This is an optimization exercise on Yosys and OpenROAD, whose aim is small area, a short achievable clock period and few clock cycles per item, not a production implementation.
Function was checked by simulation only, so behaviour that the tests miss may differ from the original.

## rev 12
// sha256_1
module sha256_1(
	input  wire         CLK,
	input  wire         RST,
	input  wire         write_en,
	input  wire [639:0] block_in,
	input  wire [255:0] digest_in,
	output wire [255:0] digest_out_1,
	output wire [255:0] digest_out_2,
	output wire         valid_out
);
For scale: ~4000 cells after synthesis, ~880 flip-flops, about 1400 I/O pins.
export LEC_CHECK = 0
export CAP_MARGIN = 20
export CORE_AREA = 5 5 335 335
export DIE_AREA = 0 0 340 340
export PLACE_DENSITY = 0.75
export SLEW_MARGIN = 20
create_clock -name core_clock -period 15.0 [get_ports {CLK}]
standard.sh (not shown) runs the stock make flow with config.mk's settings and CLKGATE_MAP_FILE= SYNTH_SCRIPT=/design/flow/synth_recipe.tcl, a recipe that flattens the netlist after the stock synthesis.
==> flow/flow/run.sh <==
#!/bin/bash
# Standard layout, with the port buffers made of the smallest buffer cell.
set -euo pipefail
export BUFFER_PORTS_ARGS="-buffer_cell sky130_fd_sc_hd__buf_1"
export SETUP_SLACK_MARGIN=10.5
export PLACE_PINS_ARGS="-min_distance 1 -min_distance_in_tracks"
bash standard.sh > standard_flow.log 2>&1
Testbench counts of rev 12, summed over its fixed seeds: cycles 14,208, items 192.
Edits applied to the flow inputs when going from rev 12 to rev 13:
Settings: CTS_CLUSTER_SIZE: unset -> 20; CTS_CLUSTER_DIAMETER: unset -> 60.
diff --git a/flow/flow/run.sh b/flow/flow/run.sh
--- a/flow/flow/run.sh
+++ b/flow/flow/run.sh
@@ -4,3 +4,3 @@
 export BUFFER_PORTS_ARGS="-buffer_cell sky130_fd_sc_hd__buf_1"
-export SETUP_SLACK_MARGIN=10.5
+export SETUP_SLACK_MARGIN=10.3
 export PLACE_PINS_ARGS="-min_distance 1 -min_distance_in_tracks"
Results
- Rev 13 vs. rev 12: worst relative slew slack saw an increase, maximum clock frequency moved up, area growth from synthesis to final layout shows a reduction of 4.6 points.
- Across both runs, non-clock buffer count was lower for rev 13 than for rev 12.
- Diff rev 13..rev 12 | number of buffers inserted for hold repair after clock tree synthesis | unchanged
- Final non-filler cell area was higher in rev 12 than in rev 13.
- Delay of the slowest cell on the worst path (higher): rev 12
- Relative to rev 12, total routing usage reported by global routing decreased by 0.41 points in rev 13.

---

sha256_1 again, from the RTL that the note above started with.
// sha256_1
module sha256_1(
	input  wire         CLK,
	input  wire         RST,
	input  wire         write_en,
	input  wire [639:0] block_in,
	input  wire [255:0] digest_in,
	output wire [255:0] digest_out_1,
	output wire [255:0] digest_out_2,
	output wire         valid_out
);
	localparam [6:0] LAST = 7'd73;
	reg  [6:0]  cnt;
	reg         valid_r;
	reg  [31:0] a, b, c, d, e, f, g, h;
	reg  [31:0] wr [0:15];
	reg  [31:0] pk;
	reg  [31:0] kr;
	reg  [31:0] hra;
	function [31:0] add32(input [31:0] x, input [31:0] y);
		reg [31:0] gg, pp;
		integer l, i, k;
		begin
			gg = x & y;
			pp = x ^ y;
			for (l = 0; l < 5; l = l + 1)
				for (i = 0; i < 32; i = i + 1)
					if ((i >> l) & 1) begin
						k = ((i >> l) << l) - 1;
						gg[i] = gg[i] | (pp[i] & gg[k]);
						pp[i] = pp[i] & pp[k];
					end
			add32 = x ^ y ^ {gg[30:0], 1'b0};
		end
	endfunction
	wire [6:0] cnt_n = (!write_en || cnt == LAST) ? 7'd0 : cnt + 7'd1;
	reg ldc, ffc, capc;
	always @(posedge CLK or negedge RST) begin
		if (!RST) begin
			cnt     <= 7'd0;
			valid_r <= 1'b0;
			ldc     <= 1'b1;
			ffc     <= 1'b0;
			capc    <= 1'b0;
		end else begin
			cnt     <= cnt_n;
			valid_r <= write_en && cnt == LAST;
			ldc     <= cnt_n < 7'd2;
			ffc     <= cnt_n >= 7'd66 && cnt_n <= 7'd69;
			capc    <= cnt_n >= 7'd70;
		end
	end
	wire [1:0] sa = cnt[1:0] + {cnt[6], cnt[6]};
	wire [1:0] se = cnt[1:0];
	wire [31:0] al = sa[0] ? digest_in[255:224] : digest_in[223:192];
	wire [31:0] ah = sa[0] ? digest_in[191:160] : digest_in[159:128];
	wire [31:0] ha = sa[1] ? al : ah;
	wire [31:0] el = se[0] ? digest_in[127:96] : digest_in[95:64];
	wire [31:0] eh = se[0] ? digest_in[63:32]  : digest_in[31:0];
	wire [31:0] he = se[1] ? el : eh;
	wire [31:0] s0w = {wr[1][6:0], wr[1][31:7]} ^ {wr[1][17:0], wr[1][31:18]} ^ (wr[1] >> 3);
	wire [31:0] s1w = {wr[14][16:0], wr[14][31:17]} ^ {wr[14][18:0], wr[14][31:19]} ^ (wr[14] >> 10);
	wire [31:0] ws0 = s1w ^ wr[9] ^ s0w;
  ...
Settings: LEC_CHECK=0, CAP_MARGIN=20, CORE_AREA=5 5 485 485, DIE_AREA=0 0 490 490, PLACE_DENSITY=0.75, SLEW_MARGIN=20; clock period 15.0 ns.
==> flow/flow/run.sh <==
#!/bin/bash
# Standard layout, with the port buffers made of the smallest buffer cell.
set -euo pipefail
export BUFFER_PORTS_ARGS="-buffer_cell sky130_fd_sc_hd__buf_1"
export SETUP_SLACK_MARGIN=10.5
bash standard.sh > standard_flow.log 2>&1
Testbench counts at the start, summed over its fixed seeds: cycles 14,208, items 192.
==> next run, changes <==
==> flow/flow/run.sh (replaced) <==
#!/bin/bash
# The standard layout (standard.sh: standard synthesis, floorplan, place,
# CTS, route) with three ORFS variables set:
#  - port buffers made of the smallest buffer cell,
#  - timing repair aimed at 10.3 ns of setup slack at the design's 15 ns clock
#    (the SDC is unchanged; this only makes repair_timing work harder),
#  - IO pins allowed on every routing track, so the 1412 ports fit a smaller die.
# make's full output goes to standard_flow.log; ORFS keeps each step's log
# under orfs/logs/.
set -euo pipefail
export BUFFER_PORTS_ARGS="-buffer_cell sky130_fd_sc_hd__buf_1"
export SETUP_SLACK_MARGIN=10.3
export PLACE_PINS_ARGS="-min_distance 1 -min_distance_in_tracks"
bash standard.sh > standard_flow.log 2>&1
Settings changed: CORE_AREA 5 5 485 485 to 5 5 335 335, CTS_CLUSTER_DIAMETER set to 60, CTS_CLUSTER_SIZE set to 20, DIE_AREA 0 0 490 490 to 0 0 340 340.
What happened: Clock-buffer cell count falls by 35; final cell count drops by about a fifth; final area decreases by a little under a tenth.
==> next run, changes <==
==> flow/flow/run.sh (replaced) <==
#!/bin/bash
# Standard layout, with the port buffers made of the smallest buffer cell.
set -euo pipefail
export BUFFER_PORTS_ARGS="-buffer_cell sky130_fd_sc_hd__buf_1"
export SETUP_SLACK_MARGIN=10.0
bash standard.sh > standard_flow.log 2>&1
Settings changed: CORE_AREA 5 5 335 335 to 5 5 485 485, CTS_CLUSTER_DIAMETER 60 to unset, CTS_CLUSTER_SIZE 20 to unset, DIE_AREA 0 0 340 340 to 0 0 490 490.
Result: Setup slack is worse by 0.38 ns; final cell count came out higher by 24%; non-clock buffer count came out higher by 8; clock-buffer cell count came out higher by 35.
==> next run, changes <==
==> flow/flow/run.sh (replaced) <==
#!/bin/bash
# The standard layout (standard.sh: standard synthesis, floorplan, place,
# CTS, route) with three ORFS variables set:
#  - port buffers made of the smallest buffer cell,
#  - timing repair aimed at 10.3 ns of setup slack at the design's 15 ns clock
#    (the SDC is unchanged; this only makes repair_timing work harder),
#  - IO pins allowed on every routing track, so the 1412 ports fit a smaller die.
# make's full output goes to standard_flow.log; ORFS keeps each step's log
# under orfs/logs/.
set -euo pipefail
export BUFFER_PORTS_ARGS="-buffer_cell sky130_fd_sc_hd__buf_1"
export SETUP_SLACK_MARGIN=10.3
export PLACE_PINS_ARGS="-min_distance 1 -min_distance_in_tracks"
bash standard.sh > standard_flow.log 2>&1
Settings changed: CORE_AREA 5 5 485 485 to 5 5 335 335, CTS_CLUSTER_DIAMETER set to 60, CTS_CLUSTER_SIZE set to 20, DIE_AREA 0 0 490 490 to 0 0 340 340, PLACE_DENSITY 0.75 to 0.85.
What happened: The changed run passed the timing, DRC and antenna checks. Maximum frequency came out higher by about 8%. First-iteration DRC count came out higher by 3.6%. Final cell count came out lower by 19%. Worst setup slack gets better by 0.40 ns. Via count came out higher by about 1.6%.
==> next run, changes <==
==> flow/flow/run.sh (replaced) <==
#!/bin/bash
# Standard layout, with the port buffers made of the smallest buffer cell.
set -euo pipefail
export BUFFER_PORTS_ARGS="-buffer_cell sky130_fd_sc_hd__buf_1"
export SETUP_SLACK_MARGIN=10.0
bash standard.sh > standard_flow.log 2>&1
Settings changed: CORE_AREA 5 5 335 335 to 5 5 395 395, CTS_CLUSTER_DIAMETER 60 to unset, CTS_CLUSTER_SIZE 20 to unset, DIE_AREA 0 0 340 340 to 0 0 400 400, PLACE_DENSITY 0.85 to 0.75.
Non-clock buffer count shrinks by 4.
Cell area went up slightly.
Clock skew barely changes.
Critical path depth decreases by 12.
Via count fell slightly.
==> next run, changes <==
--- a/flow/flow/run.sh
+++ b/flow/flow/run.sh
@@ -5 +5,2 @@
-export SETUP_SLACK_MARGIN=10.0
+export SETUP_SLACK_MARGIN=10.3
+export PLACE_PINS_ARGS="-min_distance 1 -min_distance_in_tracks"
Settings changed: CORE_AREA 5 5 395 395 to 5 5 335 335, DIE_AREA 0 0 400 400 to 0 0 340 340.
Result:
- setup slack is better by 0.23 ns
- non-clock buffer count goes down by 6
- fmax goes up by 4.8%
- critical path depth rose by 15
- flip-flop and latch count does not change
- wire length shrinks by 23%
- global-route usage increases by 2.2 points
- core utilization grows by 14 points
- first-iteration DRC count fell by 9.7%

## what the ideal ports hide
In the flow no input, the clock included, has a driving cell. The finished layouts below were timed again as built, in two steps. Step 1 (the two cells are an assumption about what drives the block):
set clk [get_ports {CLK}]
set_driving_cell -lib_cell sky130_fd_sc_hd__clkbuf_16 $clk
set_driving_cell -lib_cell sky130_fd_sc_hd__buf_2 [delete_from_list [all_inputs] $clk]
Step 2, shift: input delay + t, output delay - t, t = (earliest + latest rising clock arrival at the registers) / 2. This alone moves slack from input paths to output paths. Slacks: no drivers / after step 1 / after step 2; pairs: no drivers / after step 1.
run | shift t [ns] | setup WS [ns] | latest minus earliest clock arrival (ns) | worst slew at a driven data input, ns | cell pins on the clock port's net
rev 12 | 0.726 | 10.194 / 10.194 / 9.811 | 0.020 / 0.020 | 0.35 | 1
rev 13 | 0.722 | 10.216 / 10.216 / 9.635 | 0.034 / 0.034 | 0.30 | 1
the first run of note 2 | 0.784 | 9.963 / 10.002 / 9.218 | 0.062 / 0.062 | 0.29 | 1
the second run of note 2 | 0.722 | 10.216 / 10.216 / 9.635 | 0.034 / 0.034 | 0.30 | 1
the third run of note 2 | 0.798 | 9.833 / 9.889 / 9.091 | 0.057 / 0.056 | 0.29 | 1
the fourth run of note 2 | 0.726 | 10.233 / 10.233 / 9.815 | 0.045 / 0.045 | 0.28 | 1
the fifth run of note 2 | 0.786 | 10.027 / 9.944 / 9.328 | 0.042 / 0.043 | 0.45 | 1
the sixth run of note 2 | 0.731 | 10.252 / 10.219 / 9.619 | 0.022 / 0.022 | 0.30 | 1
After both steps every run listed still meets setup and hold. For the first run of note 2, which loses most, drivers alone change the setup slack by +0.039 ns; drivers and shift together by -0.745 ns.
